Source: an optimization exercise on an open RTL-to-GDS flow (aim: small area and a short achievable clock period). Production flows keep margins and buffers that such runs may drop.
In this exercise RTL edits were held to simulation tests only and were not proved equivalent to the original.
Power and IR drop assume default switching activity.

[design.v]
`timescale 1ps/1ps
module sobel_mod (
    input clk,
    input rst,
    input [7:0] cam_red_i,
    input [7:0] cam_green_i,
    input [7:0] cam_blue_i,
    input cam_done_i,
    output [7:0] sobel_red_o,
    output [7:0] sobel_green_o,
    output [7:0] sobel_blue_o,
    output sobel_done_o
);
localparam THRESHOLD = 60;
reg  [6:0]  ga;       
reg  [7:0]  gb;       
reg  [4:0]  gc;       
reg         iv;       
reg  [13:0] cnt;      
reg         armed;    
reg         r1I;      
always @(posedge clk) begin
    ga <= {2'b00, cam_red_i[7:2]} + {4'b0000, cam_red_i[7:5]};
    gb <= {1'b0, cam_green_i[7:1]} + {4'b0000, cam_green_i[7:4]};
    gc <= {1'b0, cam_blue_i[7:4]} + {2'b00, cam_blue_i[7:5]};
    iv <= ~rst & cam_done_i;
    cnt <= iv ? cnt + 14'd1 : 14'd0;
    r1I <= iv & (((cnt[13:7] == 7'd1) & (cnt[6:0] != 7'd127)) |
                 ((cnt[13:7] == 7'd0) & (cnt[6:0] == 7'd127)));
    armed <= ~rst & (armed | (iv & (cnt == 14'd129)));
end
reg  [7:0]  g0;       
reg         r0G;      
reg         r1G;      
reg         c0G;      
reg         goG;      
always @(posedge clk) begin
    g0  <= {1'b0, ga} + gb + {3'b000, gc};
    r0G <= (cnt[13:7] == 7'd0);
    r1G <= r1I;
    c0G <= (cnt[6:0] == 7'd0);
end
always @(posedge clk) begin
    if (rst) goG <= 1'b0;
    else     goG <= iv & (armed | (cnt == 14'd129));
end
reg [2047:0] line;
always @(posedge clk)
    line <= {line[2039:0], g0};
wire [7:0] mid = line[127*8 +: 8];   
wire [7:0] top = line[255*8 +: 8];   
wire [7:0] topn = line[254*8 +: 8];
wire [7:0] midn = line[126*8 +: 8];
reg  [9:0] pt;
always @(posedge clk)
    pt <= {2'b00, r1I ? 8'd0 : topn} + {1'b0, midn, 1'b0};
wire [7:0] top_m = r1G ? 8'd0 : top;
wire [7:0] bot_m = r0G ? 8'd0 : g0;
reg  [9:0] vB;    
reg  [8:0] dyB;   
reg        c0B;   
reg        go1;
always @(posedge clk) begin
    vB  <= pt + {2'b00, bot_m};
    dyB <= {1'b0, top_m} - {1'b0, bot_m};
    c0B <= c0G;
end
reg  [9:0]  vD;    
reg  [9:0]  vL;    
reg  [8:0]  dyD;   
reg  [10:0] P;     
reg  [10:0] gxr;   
reg  [10:0] gyr;   
reg         go2;
wire [9:0] vR  = c0B ? 10'd0 : vB;
wire [8:0] dyR = c0B ? 9'd0  : dyB;
always @(posedge clk) begin
    vD  <= vB;
    vL  <= c0B ? 10'd0 : vD;
    dyD <= c0G ? 9'd0 : dyB;    
    P   <= {{2{dyD[8]}}, dyD} + {dyB[8], dyB, 1'b0};
    gxr <= {1'b0, vL} - {1'b0, vR};
    gyr <= P + {{2{dyR[8]}}, dyR};
end
reg [9:0] s1;      
reg       sx1;     
reg       go3;
wire       sx  = gxr[10];
wire       sy  = gyr[10];
wire [9:0] gxi = gxr[9:0] ^ {10{sx}};
wire [9:0] gyi = gyr[9:0] ^ {10{sy}};
wire [10:0] ssum = {gxi, 1'b1} + {gyi, sy};
always @(posedge clk) begin
    s1  <= ssum[10:1];
    sx1 <= sx;
end
wire [9:0] s = s1 + {9'd0, sx1};    
reg [7:0] outp;
reg       go4;
always @(posedge clk)
    outp <= (s >= THRESHOLD) ? 8'd255 : s[7:0];
always @(posedge clk) begin
    if (rst) begin
        go1 <= 1'b0;
        go2 <= 1'b0;
        go3 <= 1'b0;
        go4 <= 1'b0;
    end else begin
        go1 <= goG;
        go2 <= go1;
        go3 <= go2;
        go4 <= go3;
    end
end
assign sobel_red_o   = outp;
assign sobel_green_o = outp;
assign sobel_blue_o  = outp;
assign sobel_done_o  = go4;
endmodule
[flow/run.sh]
#!/bin/bash
# The standard layout (the standard.sh), with clock tree synthesis told
# to cluster up to 34 sinks per leaf buffer and to add no dummy loads.
set -euo pipefail
export CTS_ARGS="-sink_clustering_enable -repair_clock_nets -sink_clustering_size 34 -sink_clustering_max_diameter 60 -dont_use_dummy_load"
bash standard.sh > standard_flow.log 2>&1
[standard.sh]
#!/bin/bash
# synth_recipe.tcl (not shown) runs the flow's synth.tcl, then flattens the netlist and writes it again
# the make line also repeats each setting of config.mk as NAME=value (left out here)
make -C /OpenROAD-flow-scripts/flow DESIGN_CONFIG=/design/flow/config.mk WORK_HOME=/design/flow/orfs CLKGATE_MAP_FILE= SYNTH_SCRIPT=/design/flow/synth_recipe.tcl "${@:-finish}"
[config.mk]
export PLATFORM = sky130hd
export DESIGN_NAME = sobel_mod
export DESIGN_NICKNAME = sobel_mod
export VERILOG_FILES = /design/flow/design.v
export SDC_FILE = /design/flow/constraint.sdc
export NUM_CORES = 4
export LEC_CHECK = 0
export ABC_CLOCK_PERIOD_IN_PS = 1800
export CAP_MARGIN = 20
export CORE_MARGIN = 2
export CORE_UTILIZATION = 60
export SETUP_SLACK_MARGIN = 2.95
export SLEW_MARGIN = 20
[constraint.sdc]
create_clock -name core_clock -period 5.0 [get_ports {clk}]
set_input_delay 1.0000 -clock core_clock [delete_from_list [all_inputs] [get_ports {clk}]]
set_output_delay 1.0000 -clock core_clock [all_outputs]
set_load 0.01 [all_outputs]
==> summary.md, run 1 <==
| Metric | Value |
|---|---|
| Status | timing/DRC/antenna clean |
| Width of the die | just under 300 um |
| Post-layout min period | 2154 ps |
| TritonCTS Buffers | 100 |
| Post-synthesis compound-gate area fraction | 2.032% |
| Yosys cell types | a little over 60 |
| Initial Utilization | between 60% and 70% |
| Worst skew pair latency | about 670 ps |
| Hpwl dp | 29580 um |
| Worst Setup End Kind | flip-flop |
| Mux share of post-synthesis cell area | less than 1% |
| Syn Inst Count | 2879 |
| Clock power share | between 20 and 30% |
| Sequential share of the synthesized area | roughly 90% |
| Total power | between 20 and 30 mW |
| Total iterations of the first detailed-routing run | 5 |
| CP Max Fanout | 2 |
| Die Span Y | roughly 290 um |
| Area of the mapped netlist | just under 50000 um2 |
| Clock Tree Root | clkbuf_16 |
| CTS tree | yes |
| Comb pwr share | under 10% |
| Period utilization | a little over two fifths |
| Fin util | between 60% and 70% |
| Setup violators final | 0 |
| Global route overflow | 0 |
| Synth warnings | 1 |
| Max stage delay on crit path | ~540 ps |
| Family with the most delay on the worst path | adder cells |
| RSZ-0062 raised after global routing | yes |
| Area contributors post-synth | dfxtp_1, ha_1, xnor2_1 |
| Max frequency | about 460 MHz |
| Max cap viols | 0 |
| Number of synthesized flops with an enable pin | 0 |
| FP Rows | between 100 and 150 |
| Sequential share of power | between 60% and 70% |
| Clock slew at reported path FFs | between 100 and 150 ps |
| Setup TNS | 0 ps |
| Slew HR | a little under three quarters |
| Slew Limit Fails | 0 |
| Crit Path Class | reg -> reg |
| DRT iter0 DRCs | about 640 |
| DRC viols | 0 |
| Clk buf depth | 3 |
| Antenna fix cells | 0 |
| Int Pwr | 23.07 mW |
| Port bufs | 44 |
| Most instantiated cells after synthesis | dfxtp_1, ha_1, nor2b_1 |
| Startpoint types | flip-flop |
| Post-Synth XOR/XNOR Area | under 10% |
| Routability cong. | ~0.76 |
| Worst hold path type | reg -> reg |
| Critical Path RT | about 5500 ps |
| Via count | 18100 |
| Most common cell in the netlist | dfxtp_1 |
| Post-Route WL | ~54000 um |
| Sw Pwr | roughly 5.4 mW |
| Peak VDD IR | around 380 uV |
| Num ports | 52 |
| Worst-margin pin slew | ~430 ps |
| Lkg Pwr | around 22 nW |
| CORE AREA | between 80000 and 90000 um2 |
| Die area | 84320 um2 |
| Critical path's slowest cell | fa_1 |
| Initial antenna violation count | 2 |
| Post-synth ARST share | 0% |
| CP Data Arrival Time | roughly 2700 ps |
| DR WL/cell | 13.16 um |
| Register bit total from synthesis | approximately 2200 |
| Clk sinks | about 2200 |
| Post-synthesis adder-cell area fraction | around 2.7% |
| Final #Nets | roughly 3200 |
| Largest family of logic cells by synthesized area | adder cells |
| Yosys top cell area share | between 80% and 90% |
| Sw frac | 19.07% |
| Number of hold buffers added after cts | 0 |
| CP cell instances | fa_1, ha_2, inv_2, fa_2, inv_2, a21oi_2, o21bai_1, a21o_1, a21oi_2, xnor2_1 |
| Synthesized Nets | around 3000 |
| Vias in the first global route | about 18000 |
| Vias/cell | roughly 4.4 |
| Largest net degree at the start of global routing | 35 |
| First-pass GRT wire length | a little over 90000 um |
| Worst Path Buf+Inv | 2 |
| Largest area contributor in the synthesized netlist | dfxtp_1 |
| Detail Route Antenna Nets | 0 |
| Area grow syn2layout | 10.10% |
| Simple-Gate Fraction of Synth Area | 2.550% |
| Fraction of layout cells with a size suffix above 1 | roughly a tenth |
| PwrDens | about 530 nW/um2 |
| Final-report hold violation count | 0 |
| Post-Route Skew | between 90 and 100 ps |
| H-tree depth | 3 |
| GRT Total Usage | 13.08% |
| Top flip-flop cell by instance count after synthesis | dfxtp_1 |
| Mean Syn Cell Area | around 17 um2 |
==> power groups by stage <==
stage	Clock (mW)	Combinational [mW]	Sequential (mW)
finish	8.29	0.470	19.7
global placement	0	0.399	20.1
detailed placement	0	0.399	20.1
CTS	8.59	0.440	19.8
global route	9.23	0.530	19.9
floorplan	0	0.307	19.9
==> routing by layer <==
metal	part of all wire [%]	wire length, um	GRT usage (%)
met1	52	28360	19.45
met5	0	0	0
met2	41	22150	19.01
met4	2.6	1388	4.738
met3	4.0	2160	2.768
==> registers in the layout, indices dropped and copies added (netlist names), 9 cells and up <==
name and cells:
vB 10, P 11, vD 10, dyB 9, gyr 11, s1 10
vL 10, cnt 14, gxr 11, dyD 9, pt 10, line 2048
==> what timing repair did <==
action                                  4_1_cts  5_1_grt
setup buffers                                23       20
endpoints found under the setup margin       61       60
pin swaps                                    41       45
gates resized for setup                     199       69
==> cell type report <==
type | count | area [um2]
Inverter | 49 | 183.9
Timing Repair Buffer | 87 | 809.5
Multi-Input combinational cell | 588 | 4990
Tap cell | 1070 | 1339
Fill cell | 5579 | 27410
Clock buffer | 100 | 2502
Sequential cell | 2212 | 44350
==> placed cells by master, fill, tap and decap left out, drive strengths merged, types with 7 or more instances in the layout <==
master,instances
ha,83
xor2,50
xnor2,53
clkbuf,100
a21oi,47
o21a,10
nor3,10
and2,16
inv,49
nor2b,65
fa,13
a31oi,9
dfxtp,2212
nand2b,23
clkdlybuf4s50,16
buf,68
nand3,14
a21o,24
or3,7
nand2,26
o21ai,23
nor2,39
==> kinds of logic (layout without fill, tap and decap cells) <==
kind of cell    after synthesis  after routing
xor+xnor                    103            103
compound gates              152            152
buf+inv                      79            236
simple gates                228            228
mux                           8              8
fa+ha+maj                    97             97
flops                      2212           2212
==> worst paths after layout <==
kind                                   end  depth (start not counted)  slack, ps       start
worst min-delay path            line[1443]                          0        260  line[1435]
worst min register to register  line[1443]                          0        260  line[1435]
worst max register to register       g0[7]                         10       2850       gb[1]
worst max-delay path                 g0[7]                         10       2850       gb[1]
==> metrics by stage <==
stage	hold WS (ps)	cells	setup slack, ps	area [um2]
after floorplan	309.6	2879	2720	49280
after global routing	259.8	4106	2749	54180
after global placement	310.2	3963	2236	50840
after CTS	257.8	4086	2788	53720
after detailed placement	312.1	3963	2218	50840
final	256.5	4106	2846	54180
==> inputs of run 2 (changes only) <==
--- a/config.mk
+++ b/config.mk
@@ -6,8 +6,8 @@
 export NUM_CORES = 4
 export LEC_CHECK = 0
-export ABC_CLOCK_PERIOD_IN_PS = 1800
+export ABC_AREA = 1
 export CAP_MARGIN = 20
 export CORE_MARGIN = 2
 export CORE_UTILIZATION = 60
-export SETUP_SLACK_MARGIN = 2.95
+export SETUP_SLACK_MARGIN = 2.88
 export SLEW_MARGIN = 20
==> run 2 against run 1 <==
Compared with the run above:
- still clean
- setup slack improved by 25 ps
- synthesized area increased by 0.36%
- sequential share of layout area increased by 1.0 points
- via count increased by 2.8%
- fmax increased by 1.2%
==> summary.md, run 2 <==
| Metric | Value |
|---|---|
| Synthesized Nets | 3200 |
| RSZ-0062 raised after global routing | yes |
| Most common cell after layout, fill and taps aside | dfxtp_1 |
| Max reg flops | about 2000 |
| FP Rows | approximately 110 |
| PwrDens | 546.8 nW/um2 |
| Critical Path RT | about 4000 ps |
| Slew HR | a little over two thirds |
| Die Span Y | between 200 and 300 um |
| CP Data Arrival Time | ~1100 ps |
| Top Registers | line x2048, cnt x14 |
| Period utilization | around 43% |
| Die area | 84620 um2 |
| Peak VDD IR | ~380 uV |
| Number of fill cells | approximately 5800 |
| Final #Nets | roughly 3300 |
| Vias in the first global route | around 19000 |
| Dpl cells | 4166 |
| Status | timing/DRC/antenna clean |
| Clock slew at reported path FFs | about 110 ps |
| Worst hold path type | reg -> reg |
| Hold endpoint | line[1126] |
| Detail Route Antenna Nets | 0 |
| Worst skew pair latency | between 600 and 700 ps |
| CP Max Fanout | 3 |
| DR WL/cell | about 13 um |
| Reg-to-reg startpoint | gb[4] |
| Pre-CTS setup slack | roughly 2300 ps |
| Post-layout min period | approximately 2100 ps |
| Non-filler cells, final | 4267 |
| Hpwl dp | between 30000 and 40000 um |
| Mean Syn Cell Area | 16.05 um2 |
| First-pass GRT wire length | just over 90000 um |
| Area of the mapped netlist | between 40000 and 50000 um2 |
| Yosys top cell area share | about nine tenths |
| Width of the die | slightly below 300 um |
| Initial antenna violation count | 1 |
| Syn Inst Count | slightly above 3000 |
| Port bufs | 44 |
| Register bit total from synthesis | between 2000 and 2500 |
| Number of hold buffers added after cts | 0 |
| Total iterations of the first detailed-routing run | 4 |
| Top flip-flop cell by instance count after synthesis | dfxtp_1 |
| TritonCTS Buffers | 97 |
| Post-Route Skew | between 70 and 80 ps |
| CTS tree | yes |
| Fraction of layout cells with a size suffix above 1 | ~5.3% |
| Antenna fix cells | 0 |
| Critical R2R Capture | g0[7] |
| Vias/cell | approximately 4.4 |
| Hold WS | between 200 and 300 ps |
| Area grow syn2layout | 8.292% |
| DRC viols | 0 |
| Num ports | 52 |
| Reg2reg setup slack | about 2900 ps |
| Yosys cell types | 36 |
| Placed Area | between 50000 and 60000 um2 |
| Largest net degree at the start of global routing | 35 |
| Sequential share of the synthesized area | 89.67% |
| Critical path's slowest cell | dfxtp_2 |
| Worst-margin pin slew | between 400 and 500 ps |
| Max frequency | about 470 MHz |
| Family with the most delay on the worst path | flip-flops |
| Global route overflow | 0 |
| Worst Setup End Kind | output port |
| DRT iter0 DRCs | between 800 and 900 |
| Hold_sp | line[1118] |
| Crit Path Class | reg -> out |
| CORE AREA | roughly 82000 um2 |
| Final-report hold violation count | 0 |
| Largest Register | line |
| Slew Limit Fails | 0 |
| H-tree depth | 3 |
| Largest area contributor in the synthesized netlist | dfxtp_1 |
| Via count | about 19000 |
| Startpoint types | flip-flop |
| Final setup margin | roughly 2900 ps |
| Max stage delay on crit path | between 300 and 400 ps |
| GRT Total Usage | about an eighth |
| Post-synth ARST share | 0% |
| Post-route cell area | between 50000 and 60000 um2 |
| Setup TNS | 0 ps |
| CP cell instances | buf_2 |
| Clk sinks | roughly 2200 |
| Worst Path Buf+Inv | 1 |
| R2R cell count | 10 |
| Multi-input logic area | between 4000 and 5000 um2 |
| Max cap viols | 0 |
| Initial Utilization | 60.34% |
| Commonest non-fill, non-tap cells in the layout | dfxtp_1, nand2_1, inv_1, clkbuf_16, nor2_1 |
| Area contributors post-synth | dfxtp_1, ha_1, nand2_1 |
| Post-Route WL | about 54000 um |
| Setup violators final | 0 |
| Lkg Pwr | 22.30 nW |
| Clock Tree Root | clkbuf_16 |
| Most common cell in the netlist | dfxtp_1 |
| Routability cong. | roughly 0.77 |
| Most instantiated cells after synthesis | dfxtp_1, nand2_1, inv_1 |
| Worst Hold Path Cells | 0 |
| Synth warnings | 1 |
| Sequential cell area | about 44000 um2 |
| Number of synthesized flops with an enable pin | 0 |
| Clk buf depth | 3 |
run 2: cell count changes after synthesis, sizes merged, moves of 23 or more:
| cell | change |
|---|---|
| nand2 | +167 |
| inv | +109 |
| nor2b | -65 |
| nand3 | +60 |
| nor2 | +55 |
| xnor2 | -35 |
| nand2b | -23 |
run 2: per-layer routing:
layer	part of all wire, %	vias up	routed length [um]	track usage, %
met5	0	-	0	0
met4	2.1	0	1134	4.335
met3	3.8	89	2058	2.550
met2	41	188	22200	19.37
met1	53	8640	29100	20.06
li1	-	9684	-	-
run 2: what timing repair did:
item / CTS / global route
setup endpoints to repair: 44 / 41
gates resized for setup: 130 / 18
buffers inserted: 1 / 3
endpoints found under the hold margin: 0 / 0
pin swaps: 1 / 6
run 2: power breakdown:
| group | total (mW) | switching [mW] | internal, mW |
|---|---|---|---|
| sequential | 19.9 | 0.545 | 19.3 |
| combinational | 1.20 | 0.678 | 0.520 |
| clock | 8.16 | 4.69 | 3.47 |
run 2: per-stage QoR:
step,total power [mW],util [%]
after floorplan,20.92,-
after global placement,21.42,62.30
after detailed placement,21.43,62.30
after CTS,29.54,65.26
after global routing,30.54,65.34
final,29.24,65.34
run 2: cells by family after synthesis:
| group | after synthesis | synth area share (%) |
|---|---|---|
| DFF | 2212 | 89.67 |
| and+or+nand+nor | 403 | 3.577 |
| adders and majority gates | 96 | 2.630 |
| AOI/OAI and AO/OA | 98 | 1.089 |
| buffers and inverters | 185 | 1.563 |
| xor gates and xnor gates | 83 | 1.472 |
run 2: area by class of cell:
cell class,count,area share (%)
inverter,160,1.125
clock buffer,97,4.539
sequential,2212,82.87
multi-input combinational,680,8.125
timing repair buffer,48,0.8329
tap,1070,2.503
run 2: how the worst max path moves through the flow:
stage / from / endpoint / depth (start not counted)
floorplan: cam_red_i[2] / ga[4] / 6
global placement: cam_red_i[5] / ga[4] / 7
detailed placement: cam_red_i[5] / ga[4] / 7
CTS: outp[3] / sobel_red_o[3] / 1
global route: ga[1] / g0[7] / 11
finish: outp[4] / sobel_green_o[4] / 1
==> inputs of run 3 (changes only) <==
==> flow/run.sh (replaced) <==
#!/bin/bash
# The standard layout (the standard.sh), with clock tree synthesis told
# to use clkbuf_16 for the tree, clkbuf_8 for the leaf buffers (up to 20
# sinks each) and to add no dummy loads.
set -euo pipefail
export CTS_ARGS="-sink_clustering_enable -repair_clock_nets -sink_clustering_size 20 -sink_clustering_max_diameter 50 -dont_use_dummy_load -root_buf sky130_fd_sc_hd__clkbuf_16 -tree_buf sky130_fd_sc_hd__clkbuf_16 -sink_clustering_buffer sky130_fd_sc_hd__clkbuf_8 -buf_list {sky130_fd_sc_hd__clkbuf_16 sky130_fd_sc_hd__clkbuf_8}"
bash standard.sh > standard_flow.log 2>&1
==> run 3 against run 2 <==
Compared with the run above:
- still clean on timing, DRC and antenna
- non-clock buffer count is 2 lower
- hold slack better by 7.1 ps
- die area stayed put
- cell area is 0.74% lower
- cell count is 0.94% higher
- critical path depth stayed put
- sequential share of layout area is 0.60 points higher
==> summary.md, run 3 <==
| Metric | Value |
|---|---|
| Post-layout min period | between 2000 and 2500 ps |
| Vias/cell | approximately 4.4 |
| Post-synth ARST share | 0% |
| Initial Utilization | 60.34% |
| Register bit total from synthesis | around 2200 |
| Family with the most delay on the worst path | flip-flops |
| Port bufs | 44 |
| Max stage delay on crit path | 370 ps |
| GRT Total Usage | ~14% |
| Post-synthesis adder-cell area fraction | 2.630% |
| Syn Inst Count | slightly above 3000 |
| Status | timing/DRC/antenna clean |
| Commonest non-fill, non-tap cells in the layout | dfxtp_1, nand2_1, inv_1, clkbuf_8, nor2_1 |
| CORE AREA | 81850 um2 |
| Reg-to-reg startpoint | gb[4] |
| Critical path's slowest cell | dfxtp_4 |
| Largest Register | line |
| Fraction of layout cells with a size suffix above 1 | between 6 and 7% |
| Initial antenna violation count | 2 |
| Sw Pwr | 5.865 mW |
| Area contributors post-synth | dfxtp_1, ha_1, nand2_1 |
| Worst skew pair latency | ~700 ps |
| PwrDens | around 540 nW/um2 |
| Sequential share of power | 69.7% |
| Reg2reg setup slack | between 2000 and 3000 ps |
| Most common cell in the netlist | dfxtp_1 |
| Via count | 18830 |
| Die area | 84620 um2 |
| Detail Route Antenna Nets | 0 |
| Synthesized Nets | 3200 |
| Clk buf depth | 3 |
| Post-Synth XOR/XNOR Area | 1.472% |
| Int Pwr | ~23 mW |
| Area of the mapped netlist | 49380 um2 |
| Non-filler cells, final | 4307 |
| CP Max Fanout | 3 |
| FP Rows | between 100 and 150 |
| Top Registers | line x2048, cnt x14 |
| Total power | about 29 mW |
| Hpwl dp | 31100 um |
| Largest net degree at the start of global routing | 22 |
| Critical Path RT | about 4000 ps |
| Antenna fix cells | 0 |
| Routability cong. | between 0.7 and 0.8 |
| Max cap viols | 0 |
| Max reg flops | roughly 2000 |
| Setup violators final | 0 |
| Period utilization | between 40 and 50% |
| First-pass GRT wire length | 94190 um |
| Lkg Pwr | 22.16 nW |
| Largest area contributor in the synthesized netlist | dfxtp_1 |
| DR WL/cell | 12.66 um |
| DRC viols | 0 |
| Post-Route WL | approximately 55000 um |
| Hold_sp | line[3] |
| Vias in the first global route | about 19000 |
| Simple-Gate Fraction of Synth Area | under 10% |
| CTS tree | yes |
| Worst hold path type | reg -> reg |
| Width of the die | a little under 300 um |
| Worst Path Buf+Inv | 1 |
| Area grow syn2layout | 7.489% |
| Final #Nets | roughly 3400 |
| Worst Setup End Kind | output port |
| Comb pwr share | just over 4% |
| Num ports | between 50 and 60 |
| DRT iter0 DRCs | 713 |
| Synth warnings | 1 |
| RSZ-0062 raised after global routing | yes |
| Largest family of logic cells by synthesized area | simple AND/OR/NAND/NOR gates |
| Max frequency | approximately 460 MHz |
| Number of synthesized flops with an enable pin | 0 |
| Yosys cell types | 36 |
| Mux share of post-synthesis cell area | 0% |
| Final-report hold violation count | 0 |
| Global route overflow | 0 |
| Crit Path Class | reg -> out |
| Most instantiated cells after synthesis | dfxtp_1, nand2_1, inv_1 |
| Worst-margin pin slew | around 390 ps |
| Mean Syn Cell Area | approximately 16 um2 |
| Peak VDD IR | approximately 380 uV |
| Die Span Y | around 290 um |
| Most common cell after layout, fill and taps aside | dfxtp_1 |
| Top flip-flop cell by instance count after synthesis | dfxtp_1 |
| Slew HR | between 70% and 80% |
| CP cell instances | buf_6 |
| CP Data Arrival Time | approximately 1200 ps |
| Crit. Startpoint | outp[0] |
| Sw frac | between 20% and 30% |
| Startpoint types | flip-flop |
| Setup TNS | 0 ps |
| Yosys top cell area share | between 80% and 90% |
| Clk sinks | approximately 2200 |
| Clock slew at reported path FFs | approximately 100 ps |
| Dpl cells | 4166 |
| Total iterations of the first detailed-routing run | 5 |
| Sequential share of the synthesized area | between 80% and 90% |
| Clock Tree Root | clkbuf_16 |
| Post-Route Skew | 91.74 ps |
| Clock power share | a little over a quarter |
| TritonCTS Buffers | around 140 |
| H-tree depth | 4 |
| Slew Limit Fails | 0 |
| Post-synthesis compound-gate area fraction | about 1.1% |
## run 3: cell types whose count changed in the layout (fill, tap and decap cells not counted), sizes merged
cell and change:
clkbuf +42, buf -2
## run 3: final cells by class
cell class / instances / area [um2]
clock buffer: 139 / 2105
fill: 5831 / 28760
inverter: 160 / 601.8
multi-input combinational: 680 / 4342
sequential: 2212 / 44310
tap: 1070 / 1339
timing repair buffer: 46 / 384.1
## run 3: logic make-up (layout without fill, tap and decap cells)
kind of cell / Yosys count / after routing
AOI/OAI and AO/OA: 98 / 98
xor gates and xnor gates: 83 / 83
adders and majority gates: 96 / 96
buffers and inverters: 185 / 345
DFF: 2212 / 2212
and+or+nand+nor: 403 / 403
## run 3: what timing repair did
item / in CTS / in global routing
resized for setup: 118 / 16
hold buffers: 0 / 0
setup endpoints to repair: 45 / 43
pin swaps: 0 / 1
setup buffers: 0 / 2
## run 3: path summary, 6_finish.rpt
kind | cells after the start | endpoint
min | 0 | line[11]
min reg2reg | 0 | line[11]
max reg2reg | 10 | g0[7]
max | 1 | sobel_green_o[0]
## run 3: per-layer routing
metal  part of all wire [%]  global-route usage, %  routed length [um]
met4                    3.0                  5.902                1650
met3                    3.9                  3.008                2140
met1                     53                  20.03               28830
met5                      0                      0                   0
met2                     40                  19.17               21910
## run 3: per-stage QoR
stage	worst slack, ps	hold WS (ps)	util [%]	area (um2)
5_1_grt	2752	272.4	64.86	53080
3_5_place_dp	2277	312.1	62.30	50990
2_1_floorplan	2886	309.6	-	49380
6_report	2828	276.6	64.86	53080
4_1_cts	2764	277.9	64.77	53020
3_3_place_gp	2274	310.1	62.30	50990
## run 3: power groups by stage
| stage | Clock [mW] | Sequential (mW) | Combinational [mW] |
|---|---|---|---|
| 2_1_floorplan | 0 | 20.0 | 0.902 |
| 3_5_place_dp | 0 | 20.3 | 1.17 |
| 3_3_place_gp | 0 | 20.3 | 1.14 |
| 4_1_cts | 7.81 | 19.9 | 1.14 |
| 5_1_grt | 8.44 | 20.1 | 1.33 |
| 6_report | 7.47 | 19.9 | 1.16 |
==> inputs of run 4 (changes only) <==
--- a/design.v
+++ b/design.v
@@ -78,6 +78,6 @@
     vD  <= vB;
     vL  <= c0B ? 10'd0 : vD;
-    dyD <= c0G ? 9'd0 : dyB;    
-    P   <= {{2{dyD[8]}}, dyD} + {dyB[8], dyB, 1'b0};
+    dyD <= dyB;
+    P   <= (c0B ? 11'd0 : {{2{dyD[8]}}, dyD}) + {dyB[8], dyB, 1'b0};
     gxr <= {1'b0, vL} - {1'b0, vR};
     gyr <= P + {{2{dyR[8]}}, dyR};
--- a/config.mk
+++ b/config.mk
@@ -10,4 +10,4 @@
 export CORE_MARGIN = 2
 export CORE_UTILIZATION = 60
-export SETUP_SLACK_MARGIN = 2.88
+export SETUP_SLACK_MARGIN = 3.0
 export SLEW_MARGIN = 20
==> run 4 against run 3 <==
Compared with the run above:
- total power rose by 0.48%
- synthesized area grew 0.27%
- setup slack better by 3.2 ps
- sequential power hardly changed
- cell area increased by 1.6%
- register-to-register slack about the same
- combinational power rose by 12%
- non-clock buffer count grew 24
- clock power about the same
- core utilization increased by 1.1 points
- sequential share of layout area shrank 1.3 points
- largest power group unchanged
==> summary.md, run 4 <==
| Metric | Value |
|---|---|
| DRC viols | 0 |
| Width of the die | ~300 um |
| Post-route cell area | 53950 um2 |
| CORE AREA | 81850 um2 |
| Vias in the first global route | just under 20000 |
| Worst-margin pin slew | ~380 ps |
| Final-report hold violation count | 0 |
| Clk buf depth | 3 |
| Clk sinks | 2212 |
| Reg2reg setup slack | ~3000 ps |
| Max cap viols | 0 |
| DRT iter0 DRCs | just under 800 |
| Dpl cells | roughly 4200 |
| Detail Route Antenna Nets | 0 |
| Num ports | 52 |
| CP Data Arrival Time | 1170 ps |
| Most common cell in the netlist | dfxtp_1 |
| Critical Path RT | about 4000 ps |
| Largest area contributor in the synthesized netlist | dfxtp_1 |
| First-pass GRT wire length | roughly 93000 um |
| Lkg Pwr | 22.48 nW |
| Die area | 84850 um2 |
| Yosys top cell area share | between 80% and 90% |
| Setup violators final | 0 |
| RSZ-0062 raised after global routing | yes |
| Met3 WL | roughly 2000 um |
| Clock slew at reported path FFs | approximately 100 ps |
| Max stage delay on crit path | ~370 ps |
| Area contributors post-synth | dfxtp_1, ha_1, nand2_1 |
| Initial antenna violation count | 0 |
| Yosys cell types | 40 |
| Die Span Y | 291.3 um |
| Vias/cell | between 4 and 5 |
| CTS tree | yes |
| Reg-to-reg startpoint | ga[1] |
| Critical R2R Capture | g0[7] |
| DR top layer | met4 |
| Non-filler cells, final | ~4400 |
| Number of fill cells | around 5700 |
| Largest net degree at the start of global routing | 21 |
| Most instantiated cells after synthesis | dfxtp_1, nand2_1, inv_1 |
| Status | timing/DRC/antenna clean |
| Hold_sp | line[1151] |
| Register bit total from synthesis | ~2200 |
| Worst skew pair latency | 680 ps |
| WL met1 | between 20000 and 30000 um |
| Global route overflow | 0 |
| Syn Inst Count | roughly 3100 |
| Commonest non-fill, non-tap cells in the layout | dfxtp_1, nand2_1, inv_1, clkbuf_8, nor2_1 |
| Top flip-flop cell by instance count after synthesis | dfxtp_1 |
| Most common cell after layout, fill and taps aside | dfxtp_1 |
| Area of the mapped netlist | a little under 50000 um2 |
| Crit Path Class | reg -> out |
| Total iterations of the first detailed-routing run | 5 |
| H-tree depth | 4 |
| Top Registers | line x2048, cnt x14 |
| TritonCTS Buffers | 140 |
| Slew Limit Fails | 0 |
| Family with the most delay on the worst path | flip-flops |
| Post-synth ARST share | 0% |
| Peak VDD IR | about 480 uV |
| Fraction of layout cells with a size suffix above 1 | 9.005% |
| Post-Route WL | about 55000 um |
| Max frequency | 461.1 MHz |
| Post-layout min period | about 2200 ps |
| Worst Path Buf+Inv | 1 |
| Hold WS | ~260 ps |
| PwrDens | between 500 and 600 nW/um2 |
| Synthesized Nets | approximately 3200 |
| Antenna fix cells | 0 |
| Worst Hold Path Cells | 0 |
| Port bufs | 44 |
| Via count | about 19000 |
| Initial Utilization | just over 60% |
| Metal2 WL | roughly 23000 um |
| Number of hold buffers added after cts | 0 |
| Routability cong. | ~0.8 |
| Number of synthesized flops with an enable pin | 0 |
| Post-Route Skew | between 60 and 70 ps |
| Area grow syn2layout | 8.949% |
| Clock Tree Root | clkbuf_16 |
| Max reg flops | 2048 |
| Sequential share of the synthesized area | about nine tenths |
| CP cell instances | buf_6 |
| R2R cell count | 11 |
| GRT Total Usage | between 10% and 20% |
| FP Rows | about 110 |
| Worst hold path type | reg -> reg |
| Placed Area | around 50000 um2 |
| Synth warnings | 1 |
| Hold endpoint | line[1159] |
| Worst Setup End Kind | output port |
| Mean Syn Cell Area | between 15 and 20 um2 |
| Critical path's slowest cell | dfxtp_4 |
| DR WL/cell | approximately 13 um |
| Hpwl dp | roughly 32000 um |
| Period utilization | 43.38% |
| Final #Nets | around 3400 |
| Slew HR | between 70% and 80% |
| Startpoint types | flip-flop |
| CP Max Fanout | 3 |
| Setup TNS | 0 ps |
| Largest Register | line |
run 4: cell count changes in the layout (fill, tap and decap cells not counted), sizes merged, moves of 2 or more:
cell | previous run | this run
nor2 | 94 | 87
xor2 | 65 | 67
clkinv | 2 | 0
inv | 158 | 180
nor3 | 14 | 20
nand2 | 193 | 191
nand3b | 0 | 2
o21bai | 7 | 5
a21oi | 61 | 55
buf | 27 | 51
xnor2 | 18 | 14
a211oi | 2 | 5
nand3 | 74 | 78
o21ai | 19 | 25
run 4: layout make-up:
| type | instances | area [um2] | share of cell area (%) |
|---|---|---|---|
| Multi-Input combinational cell | 684 | 4765 | 8.831 |
| Inverter | 181 | 688.2 | 1.276 |
| Timing Repair Buffer | 70 | 713.2 | 1.322 |
| Sequential cell | 2212 | 44330 | 82.16 |
| Tap cell | 1070 | 1339 | 2.481 |
| Clock buffer | 140 | 2118 | 3.926 |
run 4: worst reg2reg max path, cell delays in order, from the launching register on:
cell and delay, ps:
dfxtp_2 340, fa_1 550, ha_2 190, inv_2 40
fa_2 350, o21ai_2 170, nand2_1 70, nand2_1 70
a21oi_2 60, inv_1 50, nand2_1 40, nand2_1 50
run 4: logic make-up after synthesis:
kind of cell / after synthesis / synth area share, %
adders and majority gates: 97 / 2.663
buffers and inverters: 208 / 1.733
AOI/OAI and AO/OA: 99 / 1.114
xor gates and xnor gates: 81 / 1.433
and+or+nand+nor: 407 / 3.633
DFF: 2212 / 89.42
run 4: per-stage QoR:
step           setup slack (ps)  util [%]  total power [mW]
2_1_floorplan              2984         -             20.89
3_3_place_gp               2373     62.48             21.37
3_5_place_dp               2348     62.48             21.40
4_1_cts                    2760     65.30             28.93
5_1_grt                    2756     65.92             30.01
6_report                   2831     65.92             28.65
run 4: what timing repair did:
item | 4_1_cts | 5_1_grt
endpoints found under the setup margin | 52 | 55
cloned | 1 | 0
gates resized for setup | 162 | 90
setup buffers | 8 | 16
pin swaps | 8 | 29
run 4: where the power goes:
| group | switching (mW) | internal [mW] |
|---|---|---|
| sequential | 0.527 | 19.3 |
| clock | 4.65 | 2.84 |
| combinational | 0.709 | 0.591 |
| total | 5.89 | 22.8 |
run 4: worst max-delay path by stage:
| stage | slack (ps) | cells after the start | to | start |
|---|---|---|---|---|
| 2_1_floorplan | 2980 | 6 | ga[4] | cam_red_i[2] |
| 3_3_place_gp | 2370 | 7 | ga[4] | cam_red_i[5] |
| 3_5_place_dp | 2350 | 7 | ga[4] | cam_red_i[5] |
| 4_1_cts | 2760 | 1 | sobel_red_o[0] | outp[0] |
| 5_1_grt | 2760 | 1 | sobel_red_o[0] | outp[0] |
| 6_report | 2830 | 1 | sobel_red_o[0] | outp[0] |
run 4: metal layers:
metal | vias up | global-route usage, %
li1 | 9845 | -
met1 | 8946 | 19.51
met2 | 224 | 19.41
met3 | 140 | 3.314
met4 | 0 | 5.573
met5 | - | 0

## static timing again, ports no longer ideal
How much do the figures lean on ideal ports? The routed layouts below were timed once more, with nothing changed but the port constraints. Step 1 sets driving cells, clkbuf_16 on the clock port and buf_2 on the other inputs (assumed; they add their load-dependent delay and slew). Step 2 times the ports against the registers' clock, not the clock port: input delays grow and output delays shrink by t, the midpoint of the rising clock arrivals with the driver on. a / b / c = ideal / step 1 / step 2; a / b = the first two.
run	t (ns)	setup slack, ns	clock arrival spread, ns	worst register clock-pin slew, ns
run 1	0.680	2.846 / 2.831 / 2.391	0.132 / 0.132	0.11 / 0.11
run 2	0.693	2.871 / 2.806 / 2.303	0.090 / 0.090	0.11 / 0.11
run 3	0.718	2.828 / 2.764 / 2.295	0.099 / 0.099	0.11 / 0.11
run 4	0.710	2.831 / 2.773 / 2.426	0.085 / 0.084	0.11 / 0.11
After both steps setup and hold are still met in every run listed. The setup slack of run 2, which loses most, moves by -0.065 ns with the drivers and by -0.568 ns with both steps.
